From an optimization exercise on the open Yosys and OpenROAD flow, aimed at small area, a short achievable clock period and few clock cycles; shortcuts taken in it are not production practice. RTL that was checked went through simulation tests only; none was proved equivalent to the original. Power and IR drop assume default switching activity.

## poly2mono
module poly2mono #(
  parameter MAX_VOICE = 16
)(
  input  logic       clk,
  input  logic       reset_n,
  output logic       ready,
  input  logic       valid_in,
  input  logic       note_on_in,
  input  logic [6:0] note_num_in,
  input  logic [6:0] velocity_in,
  output logic       note_on_out,
  output logic [6:0] note_num_out,
  output logic [6:0] velocity_out
);
Size in the first run: about 1,400 cells after synthesis, about 13,000 µm² of cells after synthesis.
export LEC_CHECK = 0
export CAP_MARGIN = 20
export CORE_MARGIN = 2
export CORE_UTILIZATION = 70
export CTS_CLUSTER_DIAMETER = 100
export CTS_CLUSTER_SIZE = 30
export SETUP_SLACK_MARGIN = 3.8
export SLEW_MARGIN = 20
export SYNTH_HIERARCHICAL = 1
export SYNTH_MINIMUM_KEEP_SIZE = 0
export TNS_END_PERCENT = 5
create_clock -name core_clock -period 6.0 [get_ports {clk}]
run.sh (not shown) runs the stock make flow with config.mk's settings and CLKGATE_MAP_FILE= SYNTH_SCRIPT=/design/flow/synth_recipe.tcl, a recipe that flattens the netlist after the stock synthesis.
Testbench counts at the start, summed over its fixed seeds: cycles 24,000.
Change:
--- a/flow/design.v
+++ b/flow/design.v
@@ -122,18 +122,26 @@
   logic [N-1:0] m_nx;
   logic one_nx;
   p2m_eq7 u_eqp (.a(note_num_in), .b(p_note), .en(1'b1), .y(v[0]));
   for (genvar j = 0; j < N; j++) begin : g_eq
     p2m_eq7 u_eq (.a(note_num_in), .b(e_note[j]), .en(valid[j]), .y(v[j+1]));
   end
-  logic [3:0] v_none;
+  logic [7:0] v_o1;
+  logic [3:0] v_o2;
+  logic [1:0] v_o3;
   logic v_any;
-  for (genvar q = 0; q < 4; q++) begin : g_any
-    p2m_nor4 u_o (.a(v[4*q+1]), .b(v[4*q+2]), .c(v[4*q+3]), .d(v[4*q+4]), .y(v_none[q]));
-  end
-  p2m_nand4 u_any (.a(v_none[0]), .b(v_none[1]), .c(v_none[2]), .d(v_none[3]), .y(v_any));
+  for (genvar q = 0; q < 8; q++) begin : g_o1
+    p2m_nor2  u_o (.a(v[2*q+1]), .b(v[2*q+2]), .y(v_o1[q]));
+  end
+  for (genvar q = 0; q < 4; q++) begin : g_o2
+    p2m_nand2 u_o (.a(v_o1[2*q]), .b(v_o1[2*q+1]), .y(v_o2[q]));
+  end
+  for (genvar q = 0; q < 2; q++) begin : g_o3
+    p2m_nor2  u_o (.a(v_o2[2*q]), .b(v_o2[2*q+1]), .y(v_o3[q]));
+  end
+  p2m_nand2 u_any (.a(v_o3[0]), .b(v_o3[1]), .y(v_any));
   always_comb begin
     for (int i = 0; i < N; i++)
       m_nx[i] = push ? v[i] : (p_off & pre[i]) ? ((i < N-1) ? v[i+2] : 1'b0) : v[i+1];
   end
   logic hit_nx;
   assign hit_nx = (v_any & ~(rm & v[0])) | (push & v[0]);
The changed run completed with no timing, DRC or antenna violations.
Power stays flat.
Setup slack loses 0.076 ns.
Final cell count does not change.
Final area decreases by 0.59%.
Sequential share of layout area increases by 0.21 points.
Routed wire length barely changes.
Sequential cell count is unchanged.
Non-clock buffer count goes down by 10.
Global-route usage shrinks by 0.82 points.
Area after synthesis does not change.
Maximum frequency went down by 3.0%.
No functional check of the RTL was part of the second run of this note.

Setup of job 101:
The RTL this note starts from:
==> flow/design.v <==
module poly2mono #(
  parameter MAX_VOICE = 16
)(
  input  logic       clk,
  input  logic       reset_n,
  output logic       ready,
  input  logic       valid_in,
  input  logic       note_on_in,
  input  logic [6:0] note_num_in,
  input  logic [6:0] velocity_in,
  output logic       note_on_out,
  output logic [6:0] note_num_out,
  output logic [6:0] velocity_out
);
  localparam N = 16;
  logic       p_on, p_off;
  logic [6:0] p_note, p_vel;
  logic [6:0] e_note [0:N-1];
  logic [6:0] e_vel  [0:N-1];
  logic [4:0] cnt;
  logic [N-1:0] m;
  assign ready = 1'b1;
  logic [N-1:0] valid, pre, dn, ld, hold_n, hold_v;
  logic hit, full, push, rm;
  logic [6:0] nx_note [0:N-1];
  logic [6:0] nx_vel  [0:N-1];
  logic [4:0] cnt_nx;
  always_comb begin
    for (int i = 0; i < N; i++) begin
      valid[i] = cnt > i;
    end
    pre[0] = m[0];
    for (int i = 1; i < N; i++)
      pre[i] = pre[i-1] | m[i];
  end
  assign hit  = |m;
  assign full = cnt[4];
  assign push = p_on & ~hit & ~full;
  assign rm   = p_off & hit;
  always_comb begin
    for (int i = 0; i < N; i++) begin
      dn[i]     = (i < N-1) & p_off & pre[i];
      ld[i]     = p_on & m[i];
      hold_n[i] = ~push & ~dn[i];
      hold_v[i] = ~push & ~dn[i] & ~ld[i];
    end
    nx_note[0] = ({7{push}} & p_note) | ({7{dn[0]}} & e_note[1]) | ({7{hold_n[0]}} & e_note[0]);
    nx_vel[0]  = ({7{push | ld[0]}} & p_vel) | ({7{dn[0]}} & e_vel[1]) | ({7{hold_v[0]}} & e_vel[0]);
    for (int i = 1; i < N-1; i++) begin
      nx_note[i] = ({7{push}} & e_note[i-1]) | ({7{dn[i]}} & e_note[i+1]) | ({7{hold_n[i]}} & e_note[i]);
      nx_vel[i]  = ({7{push}} & e_vel[i-1]) | ({7{dn[i]}} & e_vel[i+1]) | ({7{ld[i]}} & p_vel)
                 | ({7{hold_v[i]}} & e_vel[i]);
    end
    nx_note[N-1] = ({7{push}} & e_note[N-2]) | ({7{hold_n[N-1]}} & e_note[N-1]);
    nx_vel[N-1]  = ({7{push}} & e_vel[N-2]) | ({7{ld[N-1]}} & p_vel) | ({7{hold_v[N-1]}} & e_vel[N-1]);
  end
  always_ff @(posedge clk) begin
    for (int i = 0; i < N; i++) begin
      e_note[i] <= nx_note[i];
      e_vel[i]  <= nx_vel[i];
    end
  end
  assign cnt_nx = push ? cnt + 5'd1 : rm ? cnt - 5'd1 : cnt;
  always_ff @(posedge clk) begin
    if (~reset_n)
      cnt <= 5'd0;
    else
      cnt <= cnt_nx;
  end
  logic in_is_on, in_on, in_off;
  assign in_is_on = note_on_in & (|velocity_in);
  assign in_on    = reset_n & valid_in & in_is_on;
  assign in_off   = reset_n & valid_in & ~in_is_on;
  always_ff @(posedge clk) begin
    p_on   <= in_on;
    p_off  <= in_off;
    p_note <= note_num_in;
    p_vel  <= velocity_in;
  end
  logic [N:0] v;    
  logic [N-1:0] m_nx;
  logic top_hit, one_nx;
  always_comb begin
    v[0] = note_num_in == p_note;
    for (int j = 0; j < N; j++)
      v[j+1] = valid[j] & (note_num_in == e_note[j]);
    for (int i = 0; i < N; i++)
      m_nx[i] = push ? v[i] : (p_off & pre[i]) ? ((i < N-1) ? v[i+2] : 1'b0) : v[i+1];
  end
  assign top_hit = m_nx[0];
  always_ff @(posedge clk)
    m <= m_nx;
  assign one_nx = cnt_nx == 5'd1;
  always_ff @(posedge clk) begin
    if (~reset_n) begin
      note_on_out  <= 1'b0;
      note_num_out <= 7'd0;
      velocity_out <= 7'd0;
    end else if (in_on) begin
      note_on_out <= 1'b1;
      if (~cnt_nx[4]) begin
        note_num_out <= note_num_in;
        velocity_out <= velocity_in;
      end
    end else if (in_off & top_hit) begin
      note_on_out  <= ~one_nx;
      note_num_out <= one_nx ? nx_note[0] : nx_note[1];
      velocity_out <= one_nx ? nx_vel[0]  : nx_vel[1];
    end
  end
endmodule
==> flow/config.mk <==
export PLATFORM = sky130hd
export DESIGN_NAME = poly2mono
export DESIGN_NICKNAME = poly2mono
export VERILOG_FILES = /design/flow/design.v
export SDC_FILE = /design/flow/constraint.sdc
export NUM_CORES = 4
export LEC_CHECK = 0
export CAP_MARGIN = 20
export CORE_MARGIN = 2
export CORE_UTILIZATION = 60
export SETUP_SLACK_MARGIN = 3.8
export SLEW_MARGIN = 20
export TNS_END_PERCENT = 5
==> flow/constraint.sdc <==
create_clock -name core_clock -period 6.0 [get_ports {clk}]
set_input_delay 1.2000 -clock core_clock [delete_from_list [all_inputs] [get_ports {clk}]]
set_output_delay 1.2000 -clock core_clock [all_outputs]
set_load 0.01 [all_outputs]
Job 101 was carried through to the last stage, and its layout satisfied the timing, design-rule and antenna checks.
Relative to job 101, the following input files were edited for job 102:
-- flow/design.v --
<<< job 101, line 18
  logic [6:0] e_note [0:N-1];
  logic [6:0] e_vel  [0:N-1];
  logic [4:0] cnt;
  logic [N-1:0] m;
  assign ready = 1'b1;
  logic [N-1:0] valid, pre, dn, ld, hold_n, hold_v;
  logic hit, full, push, rm;
  logic [6:0] nx_note [0:N-1];
  logic [6:0] nx_vel  [0:N-1];
  logic [4:0] cnt_nx;
  always_comb begin
    for (int i = 0; i < N; i++) begin
      valid[i] = cnt > i;
    end
    pre[0] = m[0];
    for (int i = 1; i < N; i++)
      pre[i] = pre[i-1] | m[i];
  end
  assign hit  = |m;
  assign full = cnt[4];
  assign push = p_on & ~hit & ~full;
  assign rm   = p_off & hit;
>>> job 102, line 18
  logic [6:0] e_note [0:N-1];
  logic [6:0] e_vel  [0:N-1];
  logic [N-1:0] valid;    
  logic [N-1:0] m;
  logic hit_r;
  logic c_0, c_1, c_2, c_15, c_16;
  assign c_0  = ~valid[0];
  assign c_1  = valid[0] & ~valid[1];
  assign c_2  = valid[1] & ~valid[2];
  assign c_15 = valid[N-2] & ~valid[N-1];
  assign c_16 = valid[N-1];
  assign ready = 1'b1;
  logic [N-1:0] pre, dn, ld, hold_n, hold_v;
  logic hit, full, push, rm;
  logic [6:0] nx_note [0:N-1];
  logic [6:0] nx_vel  [0:N-1];
  logic [N-1:0] valid_nx;
  always_comb begin
    pre[0] = m[0];
    for (int i = 1; i < N; i++)
      pre[i] = pre[i-1] | m[i];
  end
  assign hit  = hit_r;
  assign full = c_16;
  assign push = p_on & ~hit & ~full;
  assign rm   = p_off & hit;
<<< job 101, line 61
    end
  end
  assign cnt_nx = push ? cnt + 5'd1 : rm ? cnt - 5'd1 : cnt;
  always_ff @(posedge clk) begin
    if (~reset_n)
      cnt <= 5'd0;
    else
      cnt <= cnt_nx;
  end
  logic in_is_on, in_on, in_off;
>>> job 102, line 65
    end
  end
  always_comb
    for (int i = 0; i < N; i++)
      valid_nx[i] = push ? ((i == 0) | valid[(i == 0) ? 0 : i-1])
                  : rm   ? ((i < N-1) & valid[(i < N-1) ? i+1 : i])
                  :        valid[i];
  always_ff @(posedge clk) begin
    if (~reset_n)
      valid <= '0;
    else
      valid <= valid_nx;
  end
  logic in_is_on, in_on, in_off;
<<< job 101, line 89
  end
  assign top_hit = m_nx[0];
  always_ff @(posedge clk)
    m <= m_nx;
  assign one_nx = cnt_nx == 5'd1;
  always_ff @(posedge clk) begin
    if (~reset_n) begin
>>> job 102, line 97
  end
  assign top_hit = m_nx[0];
  logic hit_nx;
  assign hit_nx = ((|v[N:1]) & ~(rm & v[0])) | (push & v[0]);
  always_ff @(posedge clk) begin
    m     <= m_nx;
    hit_r <= hit_nx;
  end
  logic full_nx;
  assign one_nx  = push ? c_0 : rm ? c_2 : c_1;
  assign full_nx = push ? c_15 : ~rm & c_16;
  always_ff @(posedge clk) begin
    if (~reset_n) begin
<<< job 101, line 99
    end else if (in_on) begin
      note_on_out <= 1'b1;
      if (~cnt_nx[4]) begin
        note_num_out <= note_num_in;
        velocity_out <= velocity_in;
>>> job 102, line 113
    end else if (in_on) begin
      note_on_out <= 1'b1;
      if (~full_nx) begin
        note_num_out <= note_num_in;
        velocity_out <= velocity_in;
### Flow results
Status | job 102 and job 101 | clean
Higher clock skew among job 102 and job 101: job 102
Job 102 ends up with higher clock power than job 101 does.
Higher fraction of power consumed by sequential logic among job 102 and job 101: job 101
Looking at clock share of power across job 102 and job 101, the one that comes out lower is job 101.
Going from job 101 to job 102, final area went up 5.0%; number of enable flip-flop cells after synthesis held; worst hold slack after final layout went up 3.1 ps; total wirelength of the detailed-routed design went up 9.8%.
Synthesis-to-finish area growth of job 101 is on par with job 102.
Looking at slack of the critical path across both flows, job 102 is the stronger of the two, with job 101 trailing.
Testbench counts of job 102, summed over its fixed seeds: cycles 24,000.
Only the layout flow was run in job 101; the RTL was not checked for function there.

## port drivers added, routing unchanged
How much do the figures lean on ideal ports? The routed layouts below were timed once more, with nothing changed but the port constraints. Step 1 (the two cells are an assumption about what drives the block):
set clk [get_ports {clk}]
set_driving_cell -lib_cell sky130_fd_sc_hd__clkbuf_16 $clk
set_driving_cell -lib_cell sky130_fd_sc_hd__buf_2 [delete_from_list [all_inputs] $clk]
Step 2 also shifts input and output timing later by t, the mid clock arrival at the registers, as if the neighbouring blocks saw the same clock. a / b / c = ideal / step 1 / step 2; a / b = the first two.
run	t (ns)	setup WS [ns]	hold slack, ns	slew at the worst register clock pin (ns)	worst slew at a driven data input, ns
the first run of note 1	0.530	3.554 / 3.573 / 3.042	0.444 / 0.444 / 0.444	0.11 / 0.11	0.06
the second run of note 1	0.530	3.479 / 3.476 / 2.946	0.446 / 0.446 / 0.446	0.11 / 0.11	0.07
job 101	0.595	3.293 / 3.293 / 2.748	0.443 / 0.443 / 0.443	0.06 / 0.06	0.04
job 102	0.599	3.543 / 3.529 / 2.962	0.446 / 0.446 / 0.446	0.06 / 0.06	0.05
After both steps every run listed still meets setup and hold. For job 102, which loses most, drivers alone change the setup slack by -0.014 ns; drivers and shift together by -0.581 ns.
